This is an optimization exercise on Yosys and OpenROAD, whose aim is small area and a short achievable clock period, not a production implementation.
At most, simulation tests tie the RTL to the original design; equivalence was not proved.
Only the layout flow was run in runs 2 to 5; the RTL was not checked for function there.
Power figures rest on the tool's default switching activity, not on a simulated workload.

`flow/config.mk`:
```
export PLATFORM = sky130hd
export DESIGN_NAME = max_priority_queue
export DESIGN_NICKNAME = max_priority_queue
export VERILOG_FILES = /design/flow/design.v
export SDC_FILE = /design/flow/constraint.sdc
export NUM_CORES = 4
export LEC_CHECK = 0
export CAP_MARGIN = 20
export CORE_MARGIN = 2
export CORE_UTILIZATION = 45
export SLEW_MARGIN = 20
```
`flow/constraint.sdc`:
```
create_clock -name core_clock -period 15.0 [get_ports {clk}]
set_input_delay 3.0000 -clock core_clock [delete_from_list [all_inputs] [get_ports {clk}]]
set_output_delay 3.0000 -clock core_clock [all_outputs]
set_load 0.01 [all_outputs]
```
`flow/design.v`:
```
module max_priority_queue_data_structure #(
    parameter DATA_WIDTH = 8,  
    parameter PQ_DEPTH = 8,  
    parameter INDEX_OUT_WIDTH = $clog2(PQ_DEPTH)  
)(
    input wire [DATA_WIDTH*PQ_DEPTH-1:0] data_in,  
    input wire [PQ_DEPTH-1:0] valid_vector_in,  
    output wire [DATA_WIDTH-1:0] pq_out,  
    output wire pq_valid_out,  
    output wire [INDEX_OUT_WIDTH-1:0] pq_index_out  
);
    generate  
        if(PQ_DEPTH == 2) begin  
            assign pq_out = (data_in[DATA_WIDTH*2-1:DATA_WIDTH] >= data_in[DATA_WIDTH-1:0]) ?  
                                (valid_vector_in[1] ? data_in[DATA_WIDTH*2-1:DATA_WIDTH] : data_in[DATA_WIDTH-1:0]) :  
                                (valid_vector_in[0] ? data_in[DATA_WIDTH-1:0] : data_in[DATA_WIDTH*2-1:DATA_WIDTH]);  
            assign pq_valid_out = |valid_vector_in;  
            assign pq_index_out = (data_in[DATA_WIDTH*2-1:DATA_WIDTH] >= data_in[DATA_WIDTH-1:0]) ?  
                                    (valid_vector_in[1] ? 1'b1 : 1'b0) :  
                                    (valid_vector_in[0] ? 1'b0 : 1'b1);  
        end
        else begin  
            localparam HALF = PQ_DEPTH/2;  
            localparam INDEX_OUT_WIDTH_HALF = $clog2(HALF);  
            wire [DATA_WIDTH-1:0] pq_out_left, pq_out_right;  
            wire pq_valid_out_left, pq_valid_out_right;  
            wire [INDEX_OUT_WIDTH_HALF-1:0] pq_index_out_left, pq_index_out_right;  
            max_priority_queue_data_structure #(
                .DATA_WIDTH(DATA_WIDTH),  
                .PQ_DEPTH(HALF),  
                .INDEX_OUT_WIDTH(INDEX_OUT_WIDTH_HALF)  
            ) pq_left (
                .data_in(data_in[DATA_WIDTH*PQ_DEPTH-1:DATA_WIDTH*HALF]),  
                .valid_vector_in(valid_vector_in[PQ_DEPTH-1:HALF]),  
                .pq_out(pq_out_left),  
                .pq_valid_out(pq_valid_out_left),  
                .pq_index_out(pq_index_out_left)  
            );
            max_priority_queue_data_structure #(
                .DATA_WIDTH(DATA_WIDTH),  
                .PQ_DEPTH(HALF),  
                .INDEX_OUT_WIDTH(INDEX_OUT_WIDTH_HALF)  
            ) pq_right (
                .data_in(data_in[DATA_WIDTH*HALF-1:0]),  
                .valid_vector_in(valid_vector_in[HALF-1:0]),  
                .pq_out(pq_out_right),  
                .pq_valid_out(pq_valid_out_right),  
                .pq_index_out(pq_index_out_right)  
            );
            assign pq_out = (pq_out_left >= pq_out_right) ?  
                                (pq_valid_out_left ? pq_out_left : pq_out_right) :  
                                (pq_valid_out_right ? pq_out_right : pq_out_left);  
            assign pq_valid_out = pq_valid_out_left | pq_valid_out_right;  
            assign pq_index_out = (pq_out_left >= pq_out_right) ?  
                                    (pq_valid_out_left ? {1'b1, pq_index_out_left} : {1'b0, pq_index_out_right}) :  
                                    (pq_valid_out_right ? {1'b0, pq_index_out_right} : {1'b1, pq_index_out_left});  
        end
    endgenerate  
endmodule  
module max_priority_queue #(
    parameter DATA_WIDTH = 16,  
    parameter PQ_DEPTH = 32  
)(
    input wire clk,  
    input wire reset,  
    input wire [DATA_WIDTH-1:0] data_in,  
    input wire valid_in,  
    input wire [1:0] op,  
    output wire ready_out,  
    output wire [DATA_WIDTH-1:0] pq_out,  
    output wire valid_out,  
    input wire ready_in  
);
    localparam PQ_FL_PTR_SIZE  = $clog2(PQ_DEPTH);  
    localparam OP_NOP  = 2'b00,  
               OP_PUSH = 2'b01,  
               OP_POP  = 2'b10,  
               OP_TOP  = 2'b11;  
    reg [PQ_DEPTH-1:0] pq_valid_vector;  
    reg [DATA_WIDTH*PQ_DEPTH-1:0] pq_data_vector;  
    reg [PQ_FL_PTR_SIZE-1:0] pq_free_list [0:PQ_DEPTH-1];  
    reg [PQ_FL_PTR_SIZE-1:0] pq_fl_rd_ptr, pq_fl_wr_ptr;  
    wire [PQ_FL_PTR_SIZE-1:0] pq_popped_index_out;  
    always@(posedge clk) begin  
        if(reset) begin  
            pq_valid_vector <= 'd0;  
            pq_data_vector <= 'd0;  
            pq_fl_rd_ptr <= 'd0;  
            pq_fl_wr_ptr <= 'd0;  
            for(integer i=0; i<PQ_DEPTH; i=i+1) begin  
                pq_free_list[i] <= i;  
            end
        end
        else begin  
            case(op)  
                OP_PUSH: begin  
                    if(valid_in && ready_out) begin  
                        pq_valid_vector[pq_free_list[pq_fl_rd_ptr]] <= 1'b1;  
                        pq_data_vector[DATA_WIDTH*pq_free_list[pq_fl_rd_ptr] +: DATA_WIDTH] <= data_in;  
                        pq_fl_rd_ptr <= pq_fl_rd_ptr + 1'b1;  
                    end
                end
                OP_POP: begin  
                    if(ready_in && valid_out) begin  
                        pq_valid_vector[pq_popped_index_out] <= 1'b0;  
                        pq_free_list[pq_fl_wr_ptr] <= pq_popped_index_out;  
                        pq_fl_wr_ptr <= pq_fl_wr_ptr + 1'b1;  
                    end
                end
                default : begin  
                end
            endcase  
        end
    end  
    max_priority_queue_data_structure #(
        .DATA_WIDTH(DATA_WIDTH),  
        .PQ_DEPTH(PQ_DEPTH),  
        .INDEX_OUT_WIDTH(PQ_FL_PTR_SIZE)  
    ) pq_data_structure (
        .data_in(pq_data_vector),  
        .valid_vector_in(pq_valid_vector),  
        .pq_out(pq_out),  
        .pq_valid_out(valid_out),  
        .pq_index_out(pq_popped_index_out)  
    );
    assign ready_out = ~&pq_valid_vector;  
endmodule  
```
`flow/run.sh`:
```
#!/bin/bash
# synth_recipe.tcl (not shown) runs the flow's synth.tcl, then flattens the netlist and writes it again
# the make line also repeats each setting of config.mk as NAME=value (left out here)
make -C /OpenROAD-flow-scripts/flow DESIGN_CONFIG=/design/flow/config.mk WORK_HOME=/design/flow/orfs CLKGATE_MAP_FILE= SYNTH_SCRIPT=/design/flow/synth_recipe.tcl finish
```
==> results of run 1 <==
## flip-flops by register name (all words and copies together) (netlist names), named ones only
register / flops
pq_valid_vector: 32
pq_fl_wr_ptr: 5
pq_free_list: 160
pq_fl_rd_ptr: 5
pq_data_vector: 512
## power by group through the flow
stage	registers, mW	logic (mW)	clock network (mW)
6_report	2.01	3.05	2.24
5_1_grt	2.01	3.22	2.36
4_1_cts	2.01	2.85	2.28
3_5_place_dp	2.05	2.78	0
3_3_place_gp	2.05	2.79	0
2_1_floorplan	2.05	1.63	0
## metal layers
metal  vias up  track usage, %  routed length, µm
met4         0            7.43               4190
met3       250            3.95               7740
li1      17800               -                  -
met2       870            42.5              63400
met5         -               0                  0
met1     17700            35.3              62900
## worst max-delay path: cells and delay by family (launching register included)
kind / cells / cell delay [ns]
compound gates: 18 / 3.33
fa+ha+maj: 5 / 1.50
buf+inv: 11 / 1.78
flops: 1 / 0.34
mux: 8 / 2.92
simple gates: 4 / 1.12
## synth_stat cells, types with 50 or more instances
cell	count
nor2_1	830
mux2i_1	698
dfxtp_1	559
ha_1	508
inv_1	448
a21oi_1	337
nand2_1	247
clkbuf_1	206
edfxtp_1	160
mux2_2	146
o21ai_0	113
nand4_1	53
mux4_2	50
nand2b_1	50
## repair_timing
action / in CTS / in global routing
cloned: 2 / 8
setup buffers: 17 / 50
pin swaps: 5 / 27
resized for setup: 67 / 172
setup endpoints to repair: 16 / 16
## cell type report
| cell class | count | area [µm²] | area share [%] |
|---|---|---|---|
| multi-input combinational | 3602 | 28400 | 53.2 |
| sequential | 719 | 16000 | 30.0 |
| timing repair buffer | 276 | 2510 | 4.71 |
| clock buffer | 117 | 2380 | 4.46 |
| tap | 1368 | 1710 | 3.21 |
| inverter | 449 | 1690 | 3.16 |
| clock inverter | 40 | 637 | 1.20 |
## through the flow
step | hold slack, ns | std cells | power (mW) | worst slack (ns)
after detailed placement | 0.451 | 6338 | 4.84 | -0.427
final | 0.458 | 6571 | 7.31 | 0.269
after global routing | 0.481 | 6571 | 7.60 | -0.107
after CTS | 0.461 | 6514 | 7.14 | 0.00975
after global placement | 0.444 | 6337 | 4.84 | -0.429
after floorplan | 0.436 | 5036 | 3.68 | 0.0299
## final timing paths
check                                      endpoint  slack, ns  cells after the start
worst min register to register  pq_data_vector[424]       0.46                      2
worst min-delay path            pq_data_vector[424]       0.46                      2
worst max register to register  pq_valid_vector[27]       2.12                     50
worst max-delay path                     pq_out[13]       0.27                     46
## kinds of logic (layout without fill, tap and decap cells)
group,after synthesis,after routing,share of synthesized area [%]
muxes,896,900,21.2
adders and majority gates,508,508,13.8
and+or+nand+nor,1435,1435,13.6
DFF,719,719,34.7
buffers and inverters,719,882,6.23
xor gates and xnor gates,15,15,0.302
AOI/OAI and AO/OA,744,744,10.1
## placed cells by master (no fill, tap or decap), types with 50 or more instances in the layout
cell type    n
nor2_1     828
mux2i_1    609
dfxtp_1    555
ha_1       508
inv_1      448
a21oi_1    331
nand2_1    247
buf_4      194
edfxtp_1   160
mux2_2     145
o21ai_0     96
clkbuf_16   87
nand4_1     53
mux2i_2     51
nand2b_1    50
mux4_2      50
==> impl_metrics.ini, run 1 <==
[critical_path]
cp_max_fo = 18
critical_path_required_ns = 12.00
cp_common_cell = ha_1
critPathLaunch = pq_data_vector[143]
r2r_start = pq_data_vector[143]
startpoint_type = flop
critical-path-max-stage-delay_ns = 0.54
path_class = reg -> out
endpoint_kind = primary output
cp.arrival_ns = 11.73
slowest_stage = clkdlybuf4s50_1

[floorplan]
core_area_um2 = 102000
die_h_um = 324
initial_core_util_pct = 45.3
die_w_um = 324
rows = 117
dieArea_um2 = 105000
ios = 40

[job]
cap_violations = 0

[placed_design]
place.port_buffers = 39
hpwl_mm = 96.5
routabilityCongestion = 0.942
placed_area_um2 = 48500

[final_layout]
finalNetCount = 5662
fill_cells = 9361
antenna_cells = 0
area_growth_pct = 15.7
final_util_pct = 52.4
drive_gt1_share_pct = 15.8
final_area_um2 = 53300

[sta]
clock_skew_ns = 0.0331
worst_pin_slew_ns = 1.18
finalCritPeriodShare_pct = 98.2
fmax_mhz = 67.9
min_period_ns = 14.73
slew_violations = 0
setup_viol = 0
slew_headroom_pct = 21.5
finalHoldViolCount = 0
tns_ns = 0

[power_and_ir_drop]
pwr-share-seq_pct = 27.5
swShare_pct = 38.9
power_density_nw_per_um2 = 137
power_switching_mw = 2.84
ir_drop_mv = 0.662
p_clk_share_pct = 30.7
p_leak_nw = 21.8
combPwrFrac_pct = 41.8
intPower_mw = 4.47

[synth]
post-synth-top-area-cell = dfxtp_1
synth_area_um2 = 46100
syn_inst = 5036
synth_cell_types = 81
async_reset_ff_share_pct = 0
synth.yosys.seq_area_share_pct = 34.7
syn_area_per_cell_um2 = 9.15
synth_nets = 5566
synth-edff-count = 160
synthTopCellsByArea = dfxtp_1 24%, mux2i_1 15%, ha_1 14%
synth_top_area_share_pct = 24.3
synth-seq-cells = 719
synth_flop_cell = dfxtp_1
ys_warn_count = 1

[global_routing]
grt_usage_pct = 25.9
grt-ovfl-total = 0
first_global_vias = 34600
antenna_found_initial = 2
grt_max_degree = 214
grt_pass1_wl_mm = 210

[route]
drc = 0
drt-total-wl_mm = 138
drtIter0Drc = 3094
routedWlPerCell_um = 21.0
dr.pass1.iters = 6
num_vias = 36600
viasPerCell = 5.58
ant_nets = 0

[clock_tree]
cts-root-buf = clkbuf_16
cts_made_buffers = 84
clk_latency_ns = 0.69
cts_buffer_depth = 3
cts_hold_buf = 0
h-tree-depth = 3
cts_tree = done
cts.clk_slew.worst_paths_ns = 0.06
cts.sinks = 719

[hold_path]
hold_path.class = reg -> reg
hold_start = pq_data_vector[424]

[run_status]
status = timing/DRC/antenna clean
==> inputs of run 2 (changes only) <==
==> flow/design.v (replaced) <==
module max_priority_queue #(
    parameter DATA_WIDTH = 16,
    parameter PQ_DEPTH = 32
)(
    input wire clk,
    input wire reset,
    input wire [DATA_WIDTH-1:0] data_in,
    input wire valid_in,
    input wire [1:0] op,
    output wire ready_out,
    output wire [DATA_WIDTH-1:0] pq_out,
    output wire valid_out,
    input wire ready_in
);
    localparam W = DATA_WIDTH;
    localparam N = PQ_DEPTH;
    reg [W*N-1:0] cv;  
    reg [N-1:0] v;
    wire push = (op == 2'b01) & valid_in & ~v[N-1];
    wire pop  = (op == 2'b10) & ready_in & v[0];
    wire [N:0] g;
    assign g[0] = 1'b1;
    genvar i;
    generate
        for (i = 0; i < N; i = i + 1) begin : cmp
            assign g[i+1] = v[i] & (cv[W*i +: W] >= data_in);
        end
    endgenerate
    generate
        for (i = 0; i < N; i = i + 1) begin : cells
            wire take_d    = push & ~g[i+1] & g[i];
            wire take_prev = push & ~g[i];
            wire take_next = pop;
            wire keep      = ~(take_d | take_prev | take_next);
            wire [W-1:0] prev_v = (i == 0)   ? {W{1'b0}} : cv[W*((i == 0) ? 0 : i-1) +: W];
            wire [W-1:0] next_v = (i == N-1) ? cv[W*i +: W] : cv[W*((i == N-1) ? i : i+1) +: W];
            always @(posedge clk) begin
                cv[W*i +: W] <= ({W{keep}} & cv[W*i +: W]) |
                           ({W{take_d}} & data_in) |
                           ({W{take_prev}} & prev_v) |
                           ({W{take_next}} & next_v);
            end
        end
    endgenerate
    always @(posedge clk) begin
        if (reset)
            v <= {N{1'b0}};
        else if (push)
            v <= {v[N-2:0], 1'b1};
        else if (pop)
            v <= {1'b0, v[N-1:1]};
    end
    assign pq_out = cv[W-1:0];
    assign valid_out = v[0];
    assign ready_out = ~v[N-1];
endmodule
==> impl_metrics.ini, run 2 <==
[run_status]
status = timing/DRC/antenna clean

[critical_path]
slowest_stage = a21oi_1
critical-path-max-stage-delay_ns = 0.77
crit_chain = buf_2 -> buf_4 -> inv_2 -> buf_4 -> ha_1 -> a21oi_1 -> o211ai_1 -> a21oi_1 -> o21ai_1 -> a21oi_1 -> buf_4 -> and3_1 -> a221o_1
cp.arrival_ns = 7.66
startpoint_type = input pin
cp_max_fo = 31
endpoint_kind = flop
critical_path_required_ns = 15.57
path_class = in -> reg

[global_routing]
grt_pass1_wl_mm = 178
grt-ovfl-total = 0
antenna_found_initial = 1
grt_max_degree = 181
grt_usage_pct = 29.2
first_global_vias = 29400

[sta]
finalCritPeriodShare_pct = 47.3
finalHoldViolCount = 0
rsz0062_at_grt = no
worst_pin_slew_ns = 1.08
slew_violations = 0
min_period_ns = 7.10
tns_ns = 0
clock_skew_ns = 0.0247
fmax_mhz = 141
setup_viol = 0
slew_headroom_pct = 27.4

[final_layout]
largest_register_ffs = 512
fill_cells = 6651
top_register = cv
final_cells = 4343
finalNetCount = 3854
final_util_pct = 49.9
antenna_cells = 0
layout_commonest_cell = dfxtp_1
drive_gt1_share_pct = 7.24
layout_common_cells = 544 x dfxtp_1, 496 x ha_1, 418 x a221o_1
area_growth_pct = 9.49

[placed_design]
hpwl_mm = 79.0
routabilityCongestion = 0.884
dp.cells = 4226
place.port_buffers = 39

[clock_tree]
clk_latency_ns = 0.62
cts.clk_slew.worst_paths_ns = 0.06
cts_hold_buf = 0
cts-root-buf = clkbuf_16
post-cts-setup-buffers = 0
cts.sinks = 544
cts_made_buffers = 66
h-tree-depth = 3
postCtsResizedCells = 0
cts_tree = done
cts_buffer_depth = 3

[route]
num_vias = 30500
drt-total-wl_mm = 115
drtIter0Drc = 3395
routedWlPerCell_um = 26.5
drc = 0
viasPerCell = 7.03
ant_nets = 0
dr.pass1.iters = 8

[floorplan]
ios = 40
die_h_um = 276
initial_core_util_pct = 45.6
dieArea_um2 = 76400
rows = 99
die_w_um = 276
core_area_um2 = 73200

[synth]
syn_inst = 3441
synthSimpleGateAreaFrac_pct = 9.13
synth-edff-count = 0
yosys.area_share.xor_xnor_pct = 0
synthMuxAreaShare_pct = 0.0300
synth_area_um2 = 33400
synth_top_family_by_area = compound AO/OA/AOI/OAI gates
yosysMostFrequentCell = dfxtp_1
synth-compound-area-share_pct = 35.0
synth-seq-cells = 544
synth.yosys.seq_area_share_pct = 32.6
ys_warn_count = 1
synth_top_area_share_pct = 32.6
synth_flop_cell = dfxtp_1
synthTopCellsByArea = dfxtp_1 33%, ha_1 19%, a221o_1 13%
synthAdderAreaFrac_pct = 18.6
post-synth-top-area-cell = dfxtp_1
syn_area_per_cell_um2 = 9.70
synthTopCellsByCount = 544 x dfxtp_1, 496 x ha_1, 418 x a221o_1
async_reset_ff_share_pct = 0
synth_cell_types = 67
synth_nets = 3959

[power_and_ir_drop]
ir_drop_mv = 0.0718
power_density_nw_per_um2 = 100
p_leak_nw = 15.1

[hold_path]
hold_path.class = reg -> reg

[job]
cap_violations = 0
==> run 2: changes by cell type in the layout (fill, tap and decap cells not counted), sizes merged, moves of 140 or more <==
| cell | before | now |
|---|---|---|
| a21oi | 337 | 197 |
| mux2i | 700 | 1 |
| buf | 251 | 63 |
| a221o | 2 | 418 |
| a22o | 17 | 401 |
| edfxtp | 160 | 0 |
| inv | 453 | 123 |
| nor2 | 849 | 119 |
| mux2 | 150 | 0 |
==> run 2: final timing paths <==
check / startpoint / to / slack (ns) / cells after the start
worst min register to register: cv[488] / cv[488] / 0.48 / 2
worst max register to register: v[31] / cv[471] / 10.89 / 7
worst min-delay path: cv[488] / cv[488] / 0.48 / 2
worst max-delay path: data_in[8] / cv[471] / 7.90 / 13
==> run 2: metal layers <==
layer  track usage (%)  share of wire, %  vias up
met1              39.9                44    15000
met5                 0                 0        -
met2              46.9                45     1399
li1                  -                 -    13800
met4              10.7               3.7        0
met3              4.00               7.4      279
==> run 2: cell type report <==
cell class,count,area [µm²],share of cell area [%]
clock inverters,26,377,1.03
inverters,119,447,1.22
multi-input cells,2519,21000,57.5
clock buffers,90,1910,5.24
repair buffers,86,688,1.88
well taps,959,1200,3.28
flip-flops and latches,544,10900,29.8
==> run 2: power by group <==
part	switching, mW	internal [mW]
clock	0.685	1.03
sequential	0.0640	1.49
combinational	0.254	0.134
==> run 2: per-stage QoR <==
step | instance area [µm²] | hold WS [ns] | power, mW | worst slack, ns
floorplan | 33400 | 0.426 | 1.80 | 9.08
global placement | 34200 | 0.439 | 1.95 | 7.38
detailed placement | 34200 | 0.469 | 1.96 | 7.29
CTS | 36500 | 0.481 | 3.66 | 7.93
global route | 36500 | 0.511 | 3.77 | 7.66
finish | 36500 | 0.479 | 3.66 | 7.90
==> run 2: kinds of logic after synthesis <==
logic type      count (synthesis)
flops                         544
buf+inv                       378
compound gates               1388
mux                             1
simple gates                  634
fa+ha+maj                     496
==> run 2: critical path: cells and delay by family <==
kind / cells / cell delay (ns)
AO/OA/AOI/OAI: 6 / 1.88
buffers and inverters: 5 / 1.64
adder cells (fa/ha/maj): 1 / 0.29
AND/OR/NAND/NOR: 1 / 0.73
==> inputs of run 3 (changes only) <==
==> flow/design.v (replaced) <==
module max_priority_queue #(
    parameter DATA_WIDTH = 16,
    parameter PQ_DEPTH = 32
)(
    input wire clk,
    input wire reset,
    input wire [DATA_WIDTH-1:0] data_in,
    input wire valid_in,
    input wire [1:0] op,
    output wire ready_out,
    output wire [DATA_WIDTH-1:0] pq_out,
    output wire valid_out,
    input wire ready_in
);
    localparam W = DATA_WIDTH;
    localparam N = PQ_DEPTH;
    localparam CW = $clog2(PQ_DEPTH) + 1;
    reg [W*N-1:0] cv;        
    reg [W-1:0] d_reg;       
    reg pend_push, pend_pop, pend_clr;
    reg [W-1:0] top;         
    reg [CW-1:0] cnt;        
    reg not_full, not_empty;
    wire push_in = ~reset & (op == 2'b01) & valid_in & not_full;
    wire pop_in  = ~reset & (op == 2'b10) & ready_in & not_empty;
    wire [N:0] g;
    assign g[0] = 1'b1;
    genvar i;
    generate
        for (i = 0; i < N; i = i + 1) begin : cmp
            cmp_ge #(.W(W)) u_ge (.a(cv[W*i +: W]), .b(d_reg), .ge(g[i+1]));
        end
    endgenerate
    generate
        for (i = 0; i < N; i = i + 1) begin : cells
            wire take_d    = ~pend_clr & pend_push & ~g[i+1] & g[i];
            wire take_prev = ~pend_clr & pend_push & ~g[i];
            wire take_next = ~pend_clr & pend_pop;
            wire keep      = ~pend_clr & ~pend_push & ~pend_pop | pend_push & g[i+1];
            wire [W-1:0] prev_v = (i == 0)   ? {W{1'b0}} : cv[W*((i == 0) ? 0 : i-1) +: W];
            wire [W-1:0] next_v = (i == N-1) ? {W{1'b0}} : cv[W*((i == N-1) ? i : i+1) +: W];
            always @(posedge clk) begin
                cv[W*i +: W] <= ({W{keep}} & cv[W*i +: W]) |
                                ({W{take_d}} & d_reg) |
                                ({W{take_prev}} & prev_v) |
                                ({W{take_next}} & next_v);
            end
        end
    endgenerate
    always @(posedge clk) begin
        d_reg <= data_in;
        pend_push <= push_in;
        pend_pop <= pop_in;
        pend_clr <= reset;
    end
    wire [W-1:0] c0 = cv[0 +: W];
    wire [W-1:0] c1 = cv[W +: W];
    wire [W-1:0] c2 = cv[2*W +: W];
    reg [W-1:0] second;
    always @(*) begin
        if (pend_clr)
            second = {W{1'b0}};
        else if (pend_push)
            second = ~g[1] ? c0 : (g[2] ? c1 : d_reg);
        else if (pend_pop)
            second = c2;
        else
            second = c1;
    end
    wire top_ge_x;
    cmp_ge #(.W(W)) u_top (.a(top), .b(data_in), .ge(top_ge_x));
    always @(posedge clk) begin
        if (reset)
            top <= {W{1'b0}};
        else if (push_in & ~top_ge_x)
            top <= data_in;
        else if (pop_in)
            top <= second;
    end
    always @(posedge clk) begin
        if (reset) begin
            cnt <= {CW{1'b0}};
            not_full <= 1'b1;
            not_empty <= 1'b0;
        end else if (push_in) begin
            cnt <= cnt + 1'b1;
            not_full <= (cnt != N-1);
            not_empty <= 1'b1;
        end else if (pop_in) begin
            cnt <= cnt - 1'b1;
            not_full <= 1'b1;
            not_empty <= (cnt != 1);
        end
    end
    assign pq_out = top;
    assign valid_out = not_empty;
    assign ready_out = not_full;
endmodule
module cmp_ge #(parameter W = 16) (
    input wire [W-1:0] a,
    input wire [W-1:0] b,
    output wire ge
);
    wire [W:0] c;
    assign c[0] = 1'b1;
    genvar k;
    generate
        for (k = 0; k < W; k = k + 1) begin : r
            assign c[k+1] = (a[k] & ~b[k]) | (a[k] & c[k]) | (~b[k] & c[k]);
        end
    endgenerate
    assign ge = c[W];
endmodule
==> impl_metrics.ini, run 3 <==
[synth]
synthMuxAreaShare_pct = 0.0317
syn_inst = 3783
synthTopCellsByArea = dfxtp_1 35%, a222oi_1 11%, nand2_1 8.2%
synth_area_um2 = 31600
synth-compound-area-share_pct = 37.7
synth.yosys.seq_area_share_pct = 35.2
synth-seq-cells = 555
synthSimpleGateAreaFrac_pct = 16.4
synth-edff-count = 0
synth_top_family_by_area = compound AO/OA/AOI/OAI gates
yosys.area_share.xor_xnor_pct = 0.139
synth_flop_cell = dfxtp_1
synthTopCellsByCount = 693 x nand2_1, 555 x dfxtp_1, 339 x a222oi_1
synth_top_area_share_pct = 35.2
yosysMostFrequentCell = nand2_1
async_reset_ff_share_pct = 0
syn_area_per_cell_um2 = 8.34
synthAdderAreaFrac_pct = 3.38
ys_warn_count = 1
synth_nets = 3808
synth_cell_types = 91
post-synth-top-area-cell = dfxtp_1

[hold_path]
min_to = cv[481]
hold_start = cv[465]
hold_depth = 2
hold_path.class = reg -> reg

[final_layout]
seqCellArea_um2 = 11100
final_util_pct = 49.3
layout_commonest_cell = nand2_1
multiInputGateArea_um2 = 18300
finalNetCount = 3614
area_growth_pct = 8.80
drive_gt1_share_pct = 7.65
largest_register_ffs = 512
antenna_cells = 0
fill_cells = 6700
layout_common_cells = 693 x nand2_1, 539 x dfxtp_1, 339 x a222oi_1

[floorplan]
dieArea_um2 = 72200
initial_core_util_pct = 45.3
die_h_um = 269
ios = 40
core_area_um2 = 69700
die_w_um = 269
rows = 97

[placed_design]
place_ws_ns = 8.38
hpwl_mm = 85.0
routabilityCongestion = 1.03
place.port_buffers = 39

[clock_tree]
cts.sinks = 555
post-cts-setup-buffers = 0
postCtsResizedCells = 0
cts.clk_slew.worst_paths_ns = 0.06
cts_buffer_depth = 3
h-tree-depth = 3
cts_made_buffers = 68
clk_latency_ns = 0.62
cts_tree = done
cts-root-buf = clkbuf_16
cts_hold_buf = 0

[sta]
setup_ws_ns = 9.01
worst_pin_slew_ns = 1.12
clock_skew_ns = 0.0215
finalCritPeriodShare_pct = 39.9
fmax_mhz = 167
setup_viol = 0
min_period_ns = 5.99
finalHoldViolCount = 0
tns_ns = 0
slew_violations = 0
slew_headroom_pct = 25.0
rsz0062_at_grt = no

[critical_path]
regToRegEndpoint = cv[123]
critical_path_required_ns = 15.49
cp_max_fo = 22
startpoint_type = input pin
cp.arrival_ns = 6.47
path_class = in -> reg
rr_worst_depth = 11
endpoint_kind = flop
r2r_slack_ns = 9.61
r2r_start = d_reg[3]

[route]
dr.pass1.iters = 13
ant_nets = 0
routedWlPerCell_um = 28.6
num_vias = 33300
drt-total-wl_mm = 131
drtIter0Drc = 5582
viasPerCell = 7.27
drc = 0

[global_routing]
grt_usage_pct = 35.3
first_global_vias = 31100
grt-ovfl-total = 0
grt_max_degree = 210
antenna_found_initial = 1
grt_pass1_wl_mm = 198

[power_and_ir_drop]
power_density_nw_per_um2 = 100
ir_drop_mv = 0.0772
p_leak_nw = 12.4
finalPower_mw = 3.44

[run_status]
status = timing/DRC/antenna clean

[job]
cap_violations = 0
run 3: metrics by stage:
| step | std cells | hold slack, ns | cell area, µm² |
|---|---|---|---|
| after floorplan | 3783 | 0.444 | 31600 |
| after global placement | 4458 | 0.472 | 32000 |
| after detailed placement | 4459 | 0.480 | 32100 |
| after CTS | 4574 | 0.490 | 34300 |
| after global routing | 4574 | 0.540 | 34300 |
| final | 4574 | 0.489 | 34300 |
run 3: power by group:
part           leakage, nW  internal (mW)  switching [mW]
registers             4.48           1.48          0.0131
clock network         1.09           1.01           0.682
logic                 6.82         0.0614           0.188
total                 12.4           2.55           0.883
run 3: cell type report:
cell class	count	share of cell area (%)
Timing Repair Buffer	109	2.72
Sequential cell	555	32.4
Inverter	152	1.67
Tap cell	940	3.43
Multi-Input combinational cell	2703	53.3
Clock buffer	104	6.00
Clock inverter	11	0.474
run 3: metal layers:
metal / global-route usage [%] / vias up / share of wire (%) / wire, µm
li1: - / 14600 / - / -
met1: 45.2 / 16200 / 39 / 51500
met2: 54.7 / 2024 / 44 / 57600
met3: 6.58 / 454 / 9.8 / 12900
met4: 22.4 / 0 / 6.9 / 8990
met5: 0 / - / 0 / 0
run 3: worst max-delay path by stage:
stage                start  endpoint  slack, ns  depth (start not counted)
2_1_floorplan  data_in[11]    top[8]       9.73                         10
6_report       data_in[11]   top[14]       9.01                         10
3_3_place_gp   data_in[12]   top[14]       8.41                         10
5_1_grt        data_in[12]   top[14]       8.80                         10
3_5_place_dp   data_in[12]   top[14]       8.38                         10
4_1_cts        data_in[12]   top[14]       8.99                         10
run 3: logic make-up after synthesis:
| kind of cell | count (synthesis) |
|---|---|
| flops | 555 |
| mux | 1 |
| simple gates | 1125 |
| compound gates | 1468 |
| buf+inv | 525 |
| xor+xnor | 5 |
| fa+ha+maj | 104 |
run 3: worst max-delay path, cell delays in order:
cell and delay (ns):
clkdlybuf4s50_1 0.56, nor2b_1 0.07, maj3_1 0.36, maj3_1 0.38, a2111oi_0 0.40, a21oi_1 0.20
a41oi_1 0.32, or3_1 0.65, a2111oi_0 0.17, or3b_1 0.38
==> inputs of run 4 (changes only) <==
==> flow/flow/run.sh (new file) <==
#!/bin/bash
# Standard layout, with timing repair aimed well below the clock period.
set -euo pipefail
bash standard.sh SETUP_SLACK_MARGIN=11 finish > standard_flow.log 2>&1
==> flow/standard.sh (new file) <==
#!/bin/bash
# synth_recipe.tcl (not shown) runs the flow's synth.tcl, then flattens the netlist and writes it again
# the make line also repeats each setting of config.mk as NAME=value (left out here)
make -C /OpenROAD-flow-scripts/flow DESIGN_CONFIG=/design/flow/config.mk WORK_HOME=/design/flow/orfs CLKGATE_MAP_FILE= SYNTH_SCRIPT=/design/flow/synth_recipe.tcl "${@:-finish}"
removed: flow/run.sh
==> impl_metrics.ini, run 4 <==
[power_and_ir_drop]
p_leak_nw = 12.8
finalPower_mw = 3.38
power_density_nw_per_um2 = 95.0
ir_drop_mv = 0.0741

[placed_design]
hpwl_mm = 80.2
place.port_buffers = 39
dp.cells = 4446
routabilityCongestion = 0.923
place_ws_ns = 8.79

[critical_path]
cp_num_buf_inv = 1
critical_path_required_ns = 15.50
cp_common_cell = maj3_2
endpoint_kind = flop
critical-path-max-stage-delay_ns = 0.35
slowest_stage = maj3_2
crit_chain = buf_8 -> nor2b_4 -> maj3_2 -> maj3_2 -> a2111oi_4 -> a21oi_4 -> a41oi_4 -> or3_4 -> a311o_1 -> or3b_1
crit_family = compound AO/OA/AOI/OAI gates
r2r_start = d_reg[11]
path_class = in -> reg
rr_worst_depth = 10
cp_max_fo = 4
regToRegEndpoint = top[5]
r2r_slack_ns = 10.80
cp.arrival_ns = 5.07
startpoint_type = input pin

[final_layout]
layout_commonest_cell = nand2_1
largest_register_ffs = 512
finalNetCount = 3662
fill_cells = 6591
area_growth_pct = 12.7
final_cells = 4624
layout_common_cells = 691 x nand2_1, 521 x dfxtp_1, 339 x a222oi_1
antenna_cells = 0
seqCellArea_um2 = 11200
multiInputGateArea_um2 = 18900
drive_gt1_share_pct = 12.6

[global_routing]
grt-ovfl-total = 0
first_global_vias = 31500
antenna_found_initial = 2
grt_usage_pct = 33.0
grt_pass1_wl_mm = 189
grt_max_degree = 266

[route]
viasPerCell = 7.20
drc = 0
num_vias = 33300
ant_nets = 0
routedWlPerCell_um = 26.8
drtIter0Drc = 5487
drt-total-wl_mm = 124
dr.pass1.iters = 13

[run_status]
status = timing/DRC/antenna clean

[synth]
synth_cell_types = 91
synth-edff-count = 0
synth-compound-area-share_pct = 37.7
synth_top_area_share_pct = 35.2
post-synth-top-area-cell = dfxtp_1
yosysMostFrequentCell = nand2_1
synthMuxAreaShare_pct = 0.0317
synth_area_um2 = 31600
syn_inst = 3783
yosys.area_share.xor_xnor_pct = 0.139
ys_warn_count = 1
synthAdderAreaFrac_pct = 3.38
synth-seq-cells = 555
syn_area_per_cell_um2 = 8.34
synth_top_family_by_area = compound AO/OA/AOI/OAI gates
synthSimpleGateAreaFrac_pct = 16.4
async_reset_ff_share_pct = 0
synthTopCellsByArea = dfxtp_1 35%, a222oi_1 11%, nand2_1 8.2%
synth_flop_cell = dfxtp_1
synth.yosys.seq_area_share_pct = 35.2
synth_nets = 3808
synthTopCellsByCount = 693 x nand2_1, 555 x dfxtp_1, 339 x a222oi_1

[clock_tree]
h-tree-depth = 3
clk_latency_ns = 0.62
cts_hold_buf = 0
cts.sinks = 555
cts_made_buffers = 67
cts-root-buf = clkbuf_16
cts_tree = done
cts.clk_slew.worst_paths_ns = 0.06
cts_buffer_depth = 3

[sta]
fmax_mhz = 219
slew_headroom_pct = 21.4
tns_ns = 0
finalCritPeriodShare_pct = 30.5
setup_viol = 0
rsz0062_at_grt = yes
clock_skew_ns = 0.0157
setup_ws_ns = 10.43
min_period_ns = 4.57
finalHoldViolCount = 0
worst_pin_slew_ns = 1.18
slew_violations = 0

[floorplan]
dieArea_um2 = 72200
rows = 97
ios = 40
initial_core_util_pct = 45.3
die_w_um = 269
die_h_um = 269
core_area_um2 = 69700

[job]
cap_violations = 0

[hold_path]
hold_path.class = reg -> reg
hold_depth = 2
min_to = not_empty
hold_start = cnt[5]
run 4: cell types whose count changed in the layout (fill, tap and decap cells not counted), moves of 13 or more:
cell | before | now
o21ai_1 | 21 | 8
o31ai_1 | 62 | 43
buf_4 | 68 | 86
dfxtp_1 | 539 | 521
nor3b_2 | 14 | 1
buf_6 | 1 | 34
dfxtp_4 | 1 | 16
nor3b_4 | 1 | 14
clkdlybuf4s50_1 | 39 | 3
o31ai_2 | 4 | 22
run 4: kinds of logic (layout without fill, tap and decap cells):
family          count (synthesis)  count (layout)
compound gates               1468            1468
xor+xnor                        5               5
fa+ha+maj                     104             104
buf+inv                       525             423
flops                         555             555
mux                             1               1
simple gates                 1125            1128
run 4: metrics by stage:
stage	hold slack, ns	utilization (%)	cell area, µm²
final	0.507	51.0	35600
after global routing	0.531	51.0	35600
after CTS	0.490	50.4	35100
after detailed placement	0.490	46.0	32000
after global placement	0.479	46.0	32000
after floorplan	0.444	-	31700
run 4: power breakdown:
group / switching (mW) / total (mW) / internal (mW)
Clock: 0.679 / 1.61 / 0.930
Combinational: 0.197 / 0.273 / 0.0765
Sequential: 0.0146 / 1.49 / 1.48
run 4: timing repair:
item | in CTS | in global routing
endpoints found under the setup margin | 524 | 481
pin swaps | 29 | 22
gates resized for setup | 268 | 81
hold endpoints to repair | 0 | 0
cloned | 2 | 1
setup buffers | 42 | 16
run 4: worst max path at each step:
stage	start	endpoint	slack, ns	cells after the start
3_5_place_dp	reset	top[15]	8.79	9
3_3_place_gp	reset	top[14]	8.86	9
5_1_grt	data_in[11]	top[14]	10.35	10
2_1_floorplan	data_in[11]	top[14]	10.13	9
4_1_cts	data_in[11]	top[2]	10.38	10
6_report	data_in[11]	top[14]	10.43	10
run 4: metal layers:
layer	vias to the layer above	wire length (µm)	share of wire, %	GRT usage, %
met1	16300	49000	40	42.2
met3	359	11200	9.0	4.66
met5	-	26	0.021	0
met4	2	7110	5.7	19.0
li1	14700	-	-	-
met2	1985	56600	46	53.1
run 4: cell type report:
class / instances / area share [%]
Inverter: 152 / 1.75
Tap cell: 940 / 3.31
Timing Repair Buffer: 155 / 4.22
Clock inverter: 13 / 0.373
Sequential cell: 555 / 31.5
Multi-Input combinational cell: 2706 / 53.3
Clock buffer: 103 / 5.58
run 4: worst register-to-register path: stages, from the launching register on:
cell and delay, ns:
dfxtp_2 0.35, inv_2 0.46, buf_4 0.59, or3_1 0.21, o221ai_1 0.10, a221o_1 0.43, o21ai_2 0.48, and2_1 0.67
a41oi_1 0.38, o31a_1 0.39, o31ai_1 0.06
==> inputs of run 5 (changes only) <==
--- a/flow/design.v
+++ b/flow/design.v
@@ -30,3 +30,7 @@
         for (i = 0; i < N; i = i + 1) begin : cmp
-            cmp_ge #(.W(W)) u_ge (.a(cv[W*i +: W]), .b(d_reg), .ge(g[i+1]));
+            if (i < 2) begin : cf
+                cmp_ge_fast #(.W(W)) u_ge (.a(cv[W*i +: W]), .b(d_reg), .ge(g[i+1]));
+            end else begin : cs
+                cmp_ge #(.W(W)) u_ge (.a(cv[W*i +: W]), .b(d_reg), .ge(g[i+1]));
+            end
         end
@@ -70,3 +74,3 @@
     wire top_ge_x;
-    cmp_ge #(.W(W)) u_top (.a(top), .b(data_in), .ge(top_ge_x));
+    cmp_ge_fast #(.W(W)) u_top (.a(top), .b(data_in), .ge(top_ge_x));
     always @(posedge clk) begin
@@ -113 +117,30 @@
 endmodule
+module cmp_ge_fast #(parameter W = 16) (
+    input wire [W-1:0] a,
+    input wire [W-1:0] b,
+    output wire ge
+);
+    wire gt, lt;
+    cmp_tree #(.W(W)) t (.a(a), .b(b), .gt(gt), .lt(lt));
+    assign ge = ~lt;
+endmodule
+module cmp_tree #(parameter W = 16) (
+    input wire [W-1:0] a,
+    input wire [W-1:0] b,
+    output wire gt,
+    output wire lt
+);
+    generate
+        if (W == 1) begin : leaf
+            assign gt = a[0] & ~b[0];
+            assign lt = ~a[0] & b[0];
+        end else begin : node
+            localparam L = W / 2;
+            wire gt_h, lt_h, gt_l, lt_l;
+            cmp_tree #(.W(W-L)) h (.a(a[W-1:L]), .b(b[W-1:L]), .gt(gt_h), .lt(lt_h));
+            cmp_tree #(.W(L))   l (.a(a[L-1:0]), .b(b[L-1:0]), .gt(gt_l), .lt(lt_l));
+            assign gt = gt_h | (~lt_h & gt_l);
+            assign lt = lt_h | (~gt_h & lt_l);
+        end
+    endgenerate
+endmodule
--- a/flow/config.mk
+++ b/flow/config.mk
@@ -9,3 +9,6 @@
 export CORE_MARGIN = 2
-export CORE_UTILIZATION = 45
+export CORE_UTILIZATION = 40
+export CTS_BUF_LIST = sky130_fd_sc_hd__clkbuf_8
+export CTS_CLUSTER_SIZE = 30
+export PLACE_DENSITY = 0.5
 export SLEW_MARGIN = 20
==> impl_metrics.ini, run 5 <==
[run_status]
status = timing/DRC/antenna clean

[clock_tree]
cts_made_buffers = 109
cts_tree = done
cts.clk_slew.worst_paths_ns = 0.07
cts_buffer_depth = 3
cts_hold_buf = 0
h-tree-depth = 3
cts.sinks = 555
cts-root-buf = clkbuf_8
clk_latency_ns = 0.80

[synth]
synth_area_um2 = 33600
synthTopCellsByCount = 555 x dfxtp_1, 415 x nand2_1, 229 x inv_1
ys_warn_count = 1
yosysMostFrequentCell = dfxtp_1
synth_flop_cell = dfxtp_1
synth.yosys.seq_area_share_pct = 33.0
post-synth-top-area-cell = dfxtp_1
synth_nets = 4048
syn_area_per_cell_um2 = 8.36
synth_cell_types = 91
synth_top_area_share_pct = 33.0
async_reset_ff_share_pct = 0
synth-edff-count = 0
syn_inst = 4023
synth-seq-cells = 555
synthTopCellsByArea = dfxtp_1 33%, a221o_1 6.8%, a22o_1 5.3%

[floorplan]
initial_core_util_pct = 40.3
die_h_um = 294
core_area_um2 = 83400
die_w_um = 294
ios = 40
rows = 106
dieArea_um2 = 86400

[global_routing]
grt_usage_pct = 34.8
grt_pass1_wl_mm = 226
antenna_found_initial = 3
met3_usage_pct = 6.87
first_global_vias = 32500
grt_use_met1_pct = 48.5
top_usage_layer = met2
met2_usage_pct = 51.1
grt-ovfl-total = 0
grt_max_degree = 207

[sta]
finalHoldViolCount = 0
setup_viol = 0
rsz0062_at_grt = yes
fmax_mhz = 199
min_period_ns = 5.03
tns_ns = 0
slew_violations = 0
clock_skew_ns = 0.0564
slew_headroom_pct = 19.3
worst_pin_slew_ns = 1.21
finalCritPeriodShare_pct = 33.5

[critical_path]
cp_num_buf_inv = 2
cp_max_fo = 8
path_depth = 11
rr_worst_depth = 12
r2r_start = d_reg[8]
regToRegEndpoint = top[2]
critical_path_required_ns = 15.66
r2r_slack_ns = 10.81
critical-path-max-stage-delay_ns = 0.34
cp_common_cell = maj3_2
slowest_stage = maj3_2
crit_chain = buf_6 -> nor2b_4 -> maj3_2 -> maj3_2 -> maj3_2 -> maj3_2 -> maj3_2 -> a21o_1 -> a21oi_4 -> buf_12 -> mux2_4
startpoint_type = input pin
path_class = in -> reg
cp.arrival_ns = 5.68
endpoint_kind = flop
crit_family = adder cells

[hold_path]
hold_depth = 2
hold_start = cv[496]
min_to = cv[480]
hold_path.class = reg -> reg

[power_and_ir_drop]
p_leak_nw = 13.1
power_density_nw_per_um2 = 90.9
ir_drop_mv = 0.0666

[route]
drt-total-wl_mm = 155
viasPerCell = 6.89
dr.pass1.iters = 7
routedWlPerCell_um = 30.5
num_vias = 35000
ant_nets = 0
drc = 0
drtIter0Drc = 4474

[final_layout]
seqCellArea_um2 = 11200
area_growth_pct = 11.5
fill_cells = 8344
final_util_pct = 44.9
layout_commonest_cell = dfxtp_1
layout_common_cells = 520 x dfxtp_1, 411 x nand2_1, 247 x inv_1
largest_register_ffs = 512
finalNetCount = 3940
drive_gt1_share_pct = 13.1
multiInputGateArea_um2 = 20300

[placed_design]
hpwl_mm = 102
place.port_buffers = 39
routabilityCongestion = 0.865

[job]
cap_violations = 0
==> run 5: changes by cell type after synthesis, sizes merged, moves of 41 or more <==
cell / change
a22oi: +95
nand2: -278
o211ai: +62
nor2: +65
a221o: +108
o2111ai: +41
a222oi: -249
a22o: +116
nand3: +58
inv: +85
==> run 5: cells by family after synthesis <==
group | Yosys count | synth area share (%)
DFF | 555 | 33.0
muxes | 63 | 1.98
AOI/OAI and AO/OA | 1627 | 38.5
adders and majority gates | 135 | 4.08
and+or+nand+nor | 1015 | 14.4
xor gates and xnor gates | 5 | 0.130
buffers and inverters | 623 | 7.85
==> run 5: report_power, final <==
part / leakage, nW / internal [mW] / switching (mW) / total (mW)
Clock: 1.27 / 0.870 / 0.759 / 1.63
Combinational: 7.30 / 0.0758 / 0.207 / 0.283
Sequential: 4.49 / 1.48 / 0.0150 / 1.50
==> run 5: worst max-delay path by stage <==
stage,from,to,slack (ns)
floorplan,data_in[0],top[12],9.44
global placement,data_in[0],top[0],8.44
detailed placement,data_in[0],top[4],8.45
CTS,data_in[0],top[4],9.95
global route,data_in[0],top[2],9.95
finish,data_in[0],top[4],9.97
==> run 5: through the flow <==
step | setup WS, ns | hold slack (ns) | power (mW) | std cells | cell area, µm²
2_1_floorplan | 9.44 | 0.447 | 1.68 | 4023 | 33700
3_3_place_gp | 8.44 | 0.486 | 1.79 | 4861 | 34600
3_5_place_dp | 8.45 | 0.486 | 1.79 | 4862 | 34600
4_1_cts | 9.95 | 0.489 | 3.40 | 5070 | 37300
5_1_grt | 9.95 | 0.544 | 3.48 | 5077 | 37500
6_report | 9.97 | 0.489 | 3.41 | 5077 | 37500
==> run 5: what timing repair did <==
item	CTS	global route
cloned	1	1
pin swaps	8	10
setup buffers	15	5
resized for setup	174	47
setup endpoints to repair	428	352
==> run 5: cell type report <==
cell class / count / share of cell area, %
inverters: 238 / 2.46
clock buffers: 136 / 4.99
diodes: 1 / 0.00667
well taps: 1080 / 3.60
flip-flops and latches: 555 / 29.8
multi-input cells: 2845 / 54.0
clock inverters: 56 / 0.998
repair buffers: 166 / 4.10
==> run 5: layer usage <==
metal	wire length [µm]	vias to the layer above	share of wire, %
met5	13	-	0.0084
met3	14700	390	9.5
met2	65200	1937	42
met1	66800	17100	43
li1	-	15500	-
met4	8180	2	5.3
==> run 5: worst min-delay path, stage by stage, from the launching register on <==
cell and delay (ns):
dfxtp_1 0.36, a222oi_1 0.07, o21ai_0 0.07

==> port drivers added, routing unchanged <==
In the flow no input, the clock included, has a driving cell. The finished layouts below were timed again as built, in two steps. Step 1 (the two cells are an assumption about what drives the block):
set clk [get_ports {clk}]
set_driving_cell -lib_cell sky130_fd_sc_hd__clkbuf_16 $clk
set_driving_cell -lib_cell sky130_fd_sc_hd__buf_2 [delete_from_list [all_inputs] $clk]
Step 2 moves the port delays by t, midway between the first and last clock arrival at a register: inputs arrive t later, outputs are due t later. That takes back most of the time a late clock gives input paths. a / b / c = ideal ports / drivers / drivers and shift; a / b = the first two.
run	t (ns)	slack for setup (ns)	hold WS [ns]	pins driven straight from the clock port
run 1	0.738	0.269 / 0.201 / 0.939	0.458 / 0.458 / 0.458	1
run 2	0.686	7.904 / 7.955 / 7.268	0.479 / 0.479 / 0.479	1
run 3	0.679	9.015 / 9.066 / 8.386	0.489 / 0.489 / 0.489	1
run 4	0.677	10.432 / 10.444 / 9.767	0.507 / 0.507 / 0.507	1
run 5	0.836	9.975 / 10.011 / 9.175	0.489 / 0.489 / 0.489	1
After both steps every run listed still meets setup and hold. For run 5, which loses most, drivers alone change the setup slack by +0.036 ns; drivers and shift together by -0.800 ns.
